Source: an optimization exercise on an open RTL-to-GDS flow (aim: a short achievable clock period and few clock cycles). Production flows keep margins and buffers that such runs may drop.
At most, simulation tests tie the RTL to the original design; equivalence was not proved.
Power figures rest on the tool's default switching activity, not on a simulated workload.

==> inputs of run a <==
Design arm_core, start of the top module:
module arm_core (
    input  wire        clk,
    input  wire        rst,
    output wire [63:0] imem_addr,
    input  wire [31:0] imem_rdata,
    output wire [63:0] dmem_addr,
    output wire [63:0] dmem_wdata,
    output wire        dmem_we,
    input  wire [63:0] dmem_rdata
);
clock: 18.0 ns
lec_check: 0
abc_clock_period_in_ps: 3000
cap_margin: 20
core_margin: 2
core_utilization: 40
slew_margin: 20
standard.sh (not shown) runs the stock make flow with config.mk's settings and CLKGATE_MAP_FILE= SYNTH_SCRIPT=/design/flow/synth_recipe.tcl, a recipe that flattens the netlist after the stock synthesis.
==> flow/flow/run.sh <==
#!/bin/bash
# Standard ORFS layout, with two changes:
# * timing repair aims for a large setup slack, so that the design is
#   optimised well below the design's period (the SDC is unchanged);
# * synthesis leaves adders to ABC instead of mapping them to full- and
#   half-adder cells (ADDER_MAP_FILE empty); registers are unaffected.
set -euo pipefail
MARGIN=${MARGIN:-13.3}
bash standard.sh SETUP_SLACK_MARGIN=$MARGIN ADDER_MAP_FILE= finish > make_finish.log 2>&1
==> run b (differences from run a) <==
--- a/flow/design.v
+++ b/flow/design.v
@@ -133,13 +133,13 @@
 	input [size - 1:0] a;
 	input [size - 1:0] b;
 	output [size - 1:0] out;
 	assign out = a+b ;
 endmodule 
 module ksadd #(parameter N = 64) (input [N-1:0] a, input [N-1:0] b, input cin, output [N-1:0] s);
-    localparam L = $clog2(N);
+    localparam L = (N <= 2) ? 1 : (N <= 4) ? 2 : (N <= 8) ? 3 : (N <= 16) ? 4 : (N <= 32) ? 5 : (N <= 64) ? 6 : 7;
     wire [N-1:0] p0 = a ^ b;
     wire [N-1:0] g [0:L];
     wire [N-1:0] p [0:L];
     assign g[0] = (a & b) | {{(N-1){1'b0}}, cin & p0[0]};
     assign p[0] = p0;
     genvar k, i;
@@ -194,13 +194,17 @@
 localparam [10:0] OP_SUB  = 11'b11001011000;
 localparam [10:0] OP_AND  = 11'b10001010000;
 localparam [10:0] OP_ORR  = 11'b10101010000;
 localparam [10:0] OP_LDUR = 11'b11111000010;
 localparam [10:0] OP_STUR = 11'b11111000000;
 localparam [7:0]  OP_CBZ  = 8'b10110100;
+function [63:0] zterm(input [1:0] fn, input [63:0] a, input [63:0] b);
+    zterm = fn[1] ? (fn[0] ? (a | b) : (a & b)) : (a ^ b);
+endfunction
 reg  [63:2] pcF;
+reg  [63:2] pcOut;
 reg         vD;
 reg         fixV;            
 reg  [63:2] fixPC;
 reg  [31:0] irD;
 reg  [63:2] pcD, pc4D;
 reg         predD;
@@ -209,43 +213,44 @@
 reg         vE, ldE, stE, weE;
 reg         lateE, lAE, lBE;     
 reg  [1:0]  fnE;
 reg  [4:0]  rdE;
 reg  [63:0] aE, bE, sE;
 reg         weM, ldM;
-reg         lateM, lAM, lBM;
+reg         lateM;
 reg  [1:0]  fnM;
 reg  [63:0] aM, bM;
 reg  [4:0]  rdM;
 reg  [63:0] resM, addrM, sdM;
 reg         zM;
 reg         stOut;
 reg         weW;
 reg  [4:0]  rdW;
 reg  [63:0] dataW;
-reg         zWi, ldW;          
-reg  [63:0] rf [0:31];
+reg         zWr;               
+reg         zWa;               
+reg  [63:0] tE, tM;            
+reg  [32*64-1:0] rf;         
 reg  [31:0] zf;
 reg  [31:0] bv;
-reg  [11:7] btag [0:31];
-reg  [20:2] btlo [0:31];    
-reg  [1:0]  bsel [0:31];    
+reg  [32*26-1:0] btb;
 reg         bu_set, bu_clr;
 reg  [4:0]  bu_idx;
 reg  [11:7] bu_tag;
 reg  [20:2] bu_tlo;
 reg  [1:0]  bu_sel;
-assign imem_addr  = {pcF, 2'b00};
+assign imem_addr  = {pcOut, 2'b00};
 assign dmem_addr  = addrM;
 assign dmem_wdata = sdM;
 assign dmem_we    = stOut;
 wire [63:2] pc4F = pcF + 62'd1;
 wire [4:0]  biF  = pcF[6:2];
-wire        hitF = bv[biF] & (btag[biF] == pcF[11:7]);
-wire [20:2]  tloF = btlo[biF];
-wire [1:0]   selF = bsel[biF];
+wire [25:0]  bentF = btb[biF*26 +: 26];
+wire        hitF = bv[biF] & (bentF[25:21] == pcF[11:7]);
+wire [20:2]  tloF = bentF[20:2];
+wire [1:0]   selF = bentF[1:0];
 wire [63:21] phF = pcF[63:21];
 wire [63:21] phIncF = phF + 43'd1;
 wire [63:21] phDecF = phF - 43'd1;
 wire [63:2]  tgtF = {selF[0] ? phIncF : selF[1] ? phDecF : phF, tloF};
 wire [10:0] opF  = imem_rdata[31:21];
 wire        aluF = (opF == OP_ADD) | (opF == OP_SUB) | (opF == OP_AND) | (opF == OP_ORR);
@@ -254,28 +259,20 @@
 wire        cbzF = (imem_rdata[31:24] == OP_CBZ);
 wire [1:0]  fnF  = {~imem_rdata[24], imem_rdata[24] ? imem_rdata[30] : imem_rdata[29]};
 wire [63:0] opB  = fnE[0] ? ~bE : bE;
 wire [63:0] sumE;
 ksadd #(64) alu_add (.a(aE), .b(opB), .cin(fnE[0]), .s(sumE));
 wire [63:0] resE = fnE[1] ? (fnE[0] ? (aE | bE) : (aE & bE)) : sumE;
-wire zAdd = (((aE ^ bE) ^ {(aE | bE), 1'b0}) == 64'd0);
-wire zSub = (aE == bE);
-wire zAnd = ((aE & bE) == 64'd0);
-wire zOrr = ((aE | bE) == 64'd0);
-wire zE   = fnE[1] ? (fnE[0] ? zOrr : zAnd) : (fnE[0] ? zSub : zAdd);
-wire [63:0] laA  = lAM ? dataW : aM;
-wire [63:0] laB  = lBM ? dataW : bM;
+wire zE   = ~|tE;
+wire [63:0] laA  = aM;
+wire [63:0] laB  = bM;
 wire [63:0] laBs = fnM[0] ? ~laB : laB;
 wire [63:0] sumL;
 ksadd #(64) late_add (.a(laA), .b(laBs), .cin(fnM[0]), .s(sumL));
 wire [63:0] resL = fnM[1] ? (fnM[0] ? (laA | laB) : (laA & laB)) : sumL;
-wire zlAdd = (((laA ^ laB) ^ {(laA | laB), 1'b0}) == 64'd0);
-wire zlSub = (laA == laB);
-wire zlAnd = ((laA & laB) == 64'd0);
-wire zlOrr = ((laA | laB) == 64'd0);
-wire zL    = fnM[1] ? (fnM[0] ? zlOrr : zlAnd) : (fnM[0] ? zlSub : zlAdd);
+wire zL    = ~|tM;
 wire [4:0] rn = irD[9:5];
 wire [4:0] rm = irD[20:16];
 wire [4:0] rt = irD[4:0];
 wire [4:0] rb = aluD ? rm : rt;
 wire useA = aluD | ldD | stD;
 wire useB = aluD | stD;
@@ -285,20 +282,23 @@
 wire pE  = vE & (ldE | lateE);
 wire pA  = pE & rdE == rn;
 wire pB  = pE & rdE == rb;
 wire pT  = pE & rdE == rt;
 wire lateD     = aluD & (pA | pB);
 wire stall_ld  = ((ldD | stD) & pA) | (stD & pB) | (cbzD & pT);
-wire stall_cbz = cbzD & wM & ldM & (rdM == rt) & ~(wE & rdE == rt);
+wire stall_cbz = (cbzD & wE & (rdE == rt) & (fnE == 2'b00)) |
+                 (cbzD & wM & (ldM | (lateM & fnM == 2'b00)) & (rdM == rt) & ~(wE & rdE == rt));
 wire vDe       = vD & ~fixV;
 wire stallD    = vDe & (stall_ld | stall_cbz);
 wire [63:0] intM = lateM ? resL : resM;
+wire [63:0] laAn = lAE ? (ldM ? dmem_rdata : intM) : aE;
+wire [63:0] laBn = lBE ? (ldM ? dmem_rdata : intM) : bE;
 wire        mA = wM & rdM == rn;
 wire        mB = wM & rdM == rb;
-wire [63:0] erlA = (mA & ~ldM) ? intM : (wW & rdW == rn) ? dataW : rf[rn];
-wire [63:0] erlB = (mB & ~ldM) ? intM : (wW & rdW == rb) ? dataW : rf[rb];
+wire [63:0] erlA = (mA & ~ldM) ? intM : (wW & rdW == rn) ? dataW : rf[rn*64 +: 64];
+wire [63:0] erlB = (mB & ~ldM) ? intM : (wW & rdW == rb) ? dataW : rf[rb*64 +: 64];
 wire [63:0] immD = {{55{irD[20]}}, irD[20:12]};
 wire [63:0] valA = eA ? resE : (mA & ldM) ? dmem_rdata : erlA;
 wire [63:0] valB = eB ? resE : (mB & ldM) ? dmem_rdata : erlB;
 wire [63:0] valBI = (aluD & eB) ? resE : (aluD & mB & ldM) ? dmem_rdata : aluD ? erlB : immD;
 wire        eA = wE & rdE == rn;
 wire        eB = wE & rdE == rb;
@@ -308,26 +308,34 @@
 wire [63:21] phD = pcD[63:21];
 wire [63:21] phIncD = phD + 43'd1;
 wire [63:21] phDecD = phD - 43'd1;
 wire [1:0]   selD = (tcD == irD[23]) ? 2'b00 : tcD ? 2'b01 : 2'b10;
 wire [63:2]  tgtD = {selD[0] ? phIncD : selD[1] ? phDecD : phD, tloD};
 wire         tgtokD = (pcF == tgtD);
-wire zW = ldW ? (dataW == 64'd0) : zWi;
+wire zMv = lateM ? zL : (fnM == 2'b00) ? (resM == 64'd0) : zM;
+wire zW  = zWa ? (dataW == 64'd0) : zWr;
 wire zD = (wE & rdE == rt) ? zE :
-          (wM & rdM == rt) ? (lateM ? zL : zM) :
+          (wM & rdM == rt) ? zMv :
           (wW & rdW == rt) ? zW : zf[rt];
 wire takenD    = cbzD & zD;
 wire redirect  = vDe & ~stallD & (takenD != predD);
 wire [63:2] redirPC = takenD ? tgtD : pc4D;
+integer i;
 always @(posedge clk) begin
     if (rst)            pcF <= 62'd0;
     else if (fixV)      pcF <= fixPC;
     else if (redirect)  pcF <= redirPC;
     else if (stallD)    pcF <= pcF;
     else if (hitF)      pcF <= tgtF;
     else                pcF <= pc4F;
+    if (rst)            pcOut <= 62'd0;
+    else if (fixV)      pcOut <= fixPC;
+    else if (redirect)  pcOut <= redirPC;
+    else if (stallD)    pcOut <= pcOut;
+    else if (hitF)      pcOut <= tgtF;
+    else                pcOut <= pcOut + 62'd1;
     vD    <= ~(rst | redirect | fixV);
     fixV  <= ~rst & vDe & ~stallD & takenD & predD & ~tgtokD;
     fixPC <= tgtD;
     if (!stallD) begin
         irD   <= imem_rdata;
         pcD   <= pcF;
@@ -342,51 +350,48 @@
     bu_set <= ~rst & vDe & ~stallD & takenD;
     bu_clr <= ~rst & vDe & ~stallD & ~takenD & predD;
     bu_idx <= pcD[6:2];
     bu_tag <= pcD[11:7];
     bu_tlo <= tloD;
     bu_sel <= selD;
-    if (rst) bv <= 32'd0;
-    else if (bu_set) begin
-        bv[bu_idx]   <= 1'b1;
-        btag[bu_idx] <= bu_tag;
-        btlo[bu_idx] <= bu_tlo;
-        bsel[bu_idx] <= bu_sel;
-    end else if (bu_clr)
-        bv[bu_idx]   <= 1'b0;
+    for (i = 0; i < 32; i = i + 1)
+        if (rst || (bu_idx == i && (bu_set || bu_clr))) bv[i] <= ~rst & bu_set;
+    for (i = 0; i < 32; i = i + 1)
+        if (weW && rdW == i) rf[i*64 +: 64] <= dataW;
+    for (i = 0; i < 32; i = i + 1)
+        if (bu_set && bu_idx == i) btb[i*26 +: 26] <= {bu_tag, bu_tlo, bu_sel};
     vE     <= ~rst & vDe & ~stallD & (aluD | ldD | stD);
     lateE  <= lateD;
     lAE    <= pA;
     lBE    <= pB;
     ldE    <= ldD;
     stE    <= stD;
     weE    <= aluD | ldD;
     fnE    <= aluD ? fnD : 2'b00;
     rdE    <= rt;
     aE     <= valA;
     bE     <= valBI;
     sE     <= valB;
+    tE     <= zterm(aluD ? fnD : 2'b00, valA, valBI);
     weM   <= ~rst & vE & weE;
     ldM   <= ldE;
     rdM   <= rdE;
     addrM <= resE;
     if (weE & ~ldE & ~lateE) resM <= resE;
     lateM <= lateE;
-    lAM   <= lAE;
-    lBM   <= lBE;
     fnM   <= fnE;
-    aM    <= aE;
-    bM    <= bE;
+    aM    <= laAn;
+    bM    <= laBn;
+    tM    <= zterm(fnE, laAn, laBn);
     sdM   <= sE;
     zM    <= zE;
     stOut <= ~rst & vE & stE;
     weW   <= ~rst & weM;
     rdW   <= rdM;
     dataW <= ldM ? dmem_rdata : intM;
-    zWi   <= lateM ? zL : zM;
-    ldW   <= ldM;
+    zWr   <= ldM ? (dmem_rdata == 64'd0) : lateM ? zL : zMv;
+    zWa   <= ~ldM & lateM & (fnM == 2'b00);
     if (weW) begin
-        rf[rdW] <= dataW;
         zf[rdW] <= zW;
     end
 end
 endmodule
==> flow/flow/run.sh (replaced) <==
#!/bin/bash
# Standard ORFS layout, with three changes:
# * timing repair aims for a large setup slack, so that the design is
#   optimised well below the design's period (the SDC is unchanged);
# * synthesis leaves adders to ABC instead of mapping them to full- and
#   half-adder cells (ADDER_MAP_FILE empty); registers are unaffected;
# * after global placement, the flip-flops that drive only an output port's
#   buffer are moved next to that buffer (io_flops.tcl).
set -euo pipefail
MARGIN=${MARGIN:-13.3}
bash standard.sh SETUP_SLACK_MARGIN=$MARGIN ADDER_MAP_FILE= \
  POST_GLOBAL_PLACE_TCL=$PWD/flow/io_flops.tcl finish > make_finish.log 2>&1
==> flow/flow/io_flops.tcl (new file) <==
# POST_GLOBAL_PLACE hook: move each flip-flop that drives only an output
# port's buffer (dmem_addr, dmem_wdata, dmem_we) next to that buffer, which
# global placement put by its pin. Detailed placement legalizes them later.
set block [ord::get_db_block]
set moved 0
foreach bt [$block getBTerms] {
  if {![regexp {^dmem_(addr|wdata|we)} [$bt getName]]} continue
  set pnet [$bt getNet]
  if {$pnet eq "NULL"} continue
  set buf ""
  foreach it [$pnet getITerms] {
    if {[$it isOutputSignal]} { set buf [$it getInst] }
  }
  if {$buf eq ""} continue
  set inet ""
  foreach it [$buf getITerms] {
    if {[$it isInputSignal] && [$it getNet] ne "NULL"} { set inet [$it getNet] }
  }
  if {$inet eq ""} continue
  if {[llength [$inet getITerms]] != 2} continue
  set ff ""
  foreach it [$inet getITerms] {
    if {[$it isOutputSignal]} { set ff [$it getInst] }
  }
  if {$ff eq "" || ![string match "*dfxtp*" [[$ff getMaster] getName]]} continue
  set loc [$buf getLocation]
  $ff setLocation [lindex $loc 0] [lindex $loc 1]
  incr moved
}
puts "io_flops: moved $moved flip-flops next to their output buffers"
==> qor summary <==
| quantity | run b | run a |
|---|---|---|
| Status | no timing/DRC/antenna violations | no timing/DRC/antenna violations |
| Switching power of the nets | 6.62 mW | 6.32 mW |
| Setup Skew | 0.129 ns | 0.126 ns |
| Clock tree buffer count of the final layout | 504 | 509 |
| Combined global-route utilization of all metal layers | 28.4% | 32.5% |
| Source of the worst register-to-register timing path | fnM[0]$_DFF_P_ | lBM$_DFF_P_ |
| Delay of the slowest cell on the worst path | 0.40 ns | 0.35 ns |
| Fraction of power spent switching nets | 28.0% | 28.4% |
| Number of cells in the design after placement | 21452 | 22985 |
| Cts bufs inserted | 413 | 403 |
| Post-route total power | 23.7 mW | 22.3 mW |
| Cell area power density | 98.5 nW/um^2 | 93.1 nW/um^2 |
| Buffer count from post-CTS setup fixing | 364 | 449 |
| Comb group | 4.00 mW | 3.80 mW |
| Fin worst setup slack | 12.84 ns | 12.74 ns |
| Final WL | 761000 um | 849000 um |
| CP arrival | 1.56 ns | 1.66 ns |
| Met2 wirelength from detailed routing | 338000 um | 365000 um |
| Final-layout non-clock buffer area share | 5.81% | 7.14% |
| # nets final | 15961 | 17780 |
| Register-to-Register Path Depth | 20 | 26 |
| Initial antenna violation count | 80 | 49 |
| Chip Height | 714 um | 707 um |
Testbench counts of run b, summed over its fixed seeds: cycles 46,004.
Function not checked in run a: the RTL went through the layout flow alone.

## static timing again, ports no longer ideal
In the flow no input, the clock included, has a driving cell. The finished layouts below were timed again as built, in two steps.
Step 1 (the two cells are an assumption about what drives the block):
set clk [get_ports {clk}]
set_driving_cell -lib_cell sky130_fd_sc_hd__clkbuf_16 $clk
set_driving_cell -lib_cell sky130_fd_sc_hd__buf_2 [delete_from_list [all_inputs] $clk]
Step 2 adds t to the input delays and takes it off the output delays; t is the mean of the earliest and latest rising clock arrival at the registers after step 1. Input paths then give back, and output paths get back, about the clock's delay inside the block.
a / b / c = ideal / step 1 / step 2; a / b = the first two.
| run | t (ns) | setup WS [ns] | worst register clock-pin slew, ns | worst slew at a driven data input, ns | pins driven straight from the clock port |
|---|---|---|---|---|---|
| run a | 1.115 | 12.741 / 12.628 / 11.872 | 0.08 / 0.08 | 0.23 | 1 |
| run b | 1.151 | 12.844 / 12.724 / 12.088 | 0.07 / 0.07 | 0.10 | 1 |
After both steps every run listed still meets setup and hold. For run a, which loses most, drivers alone change the setup slack by -0.113 ns; drivers and shift together by -0.869 ns.
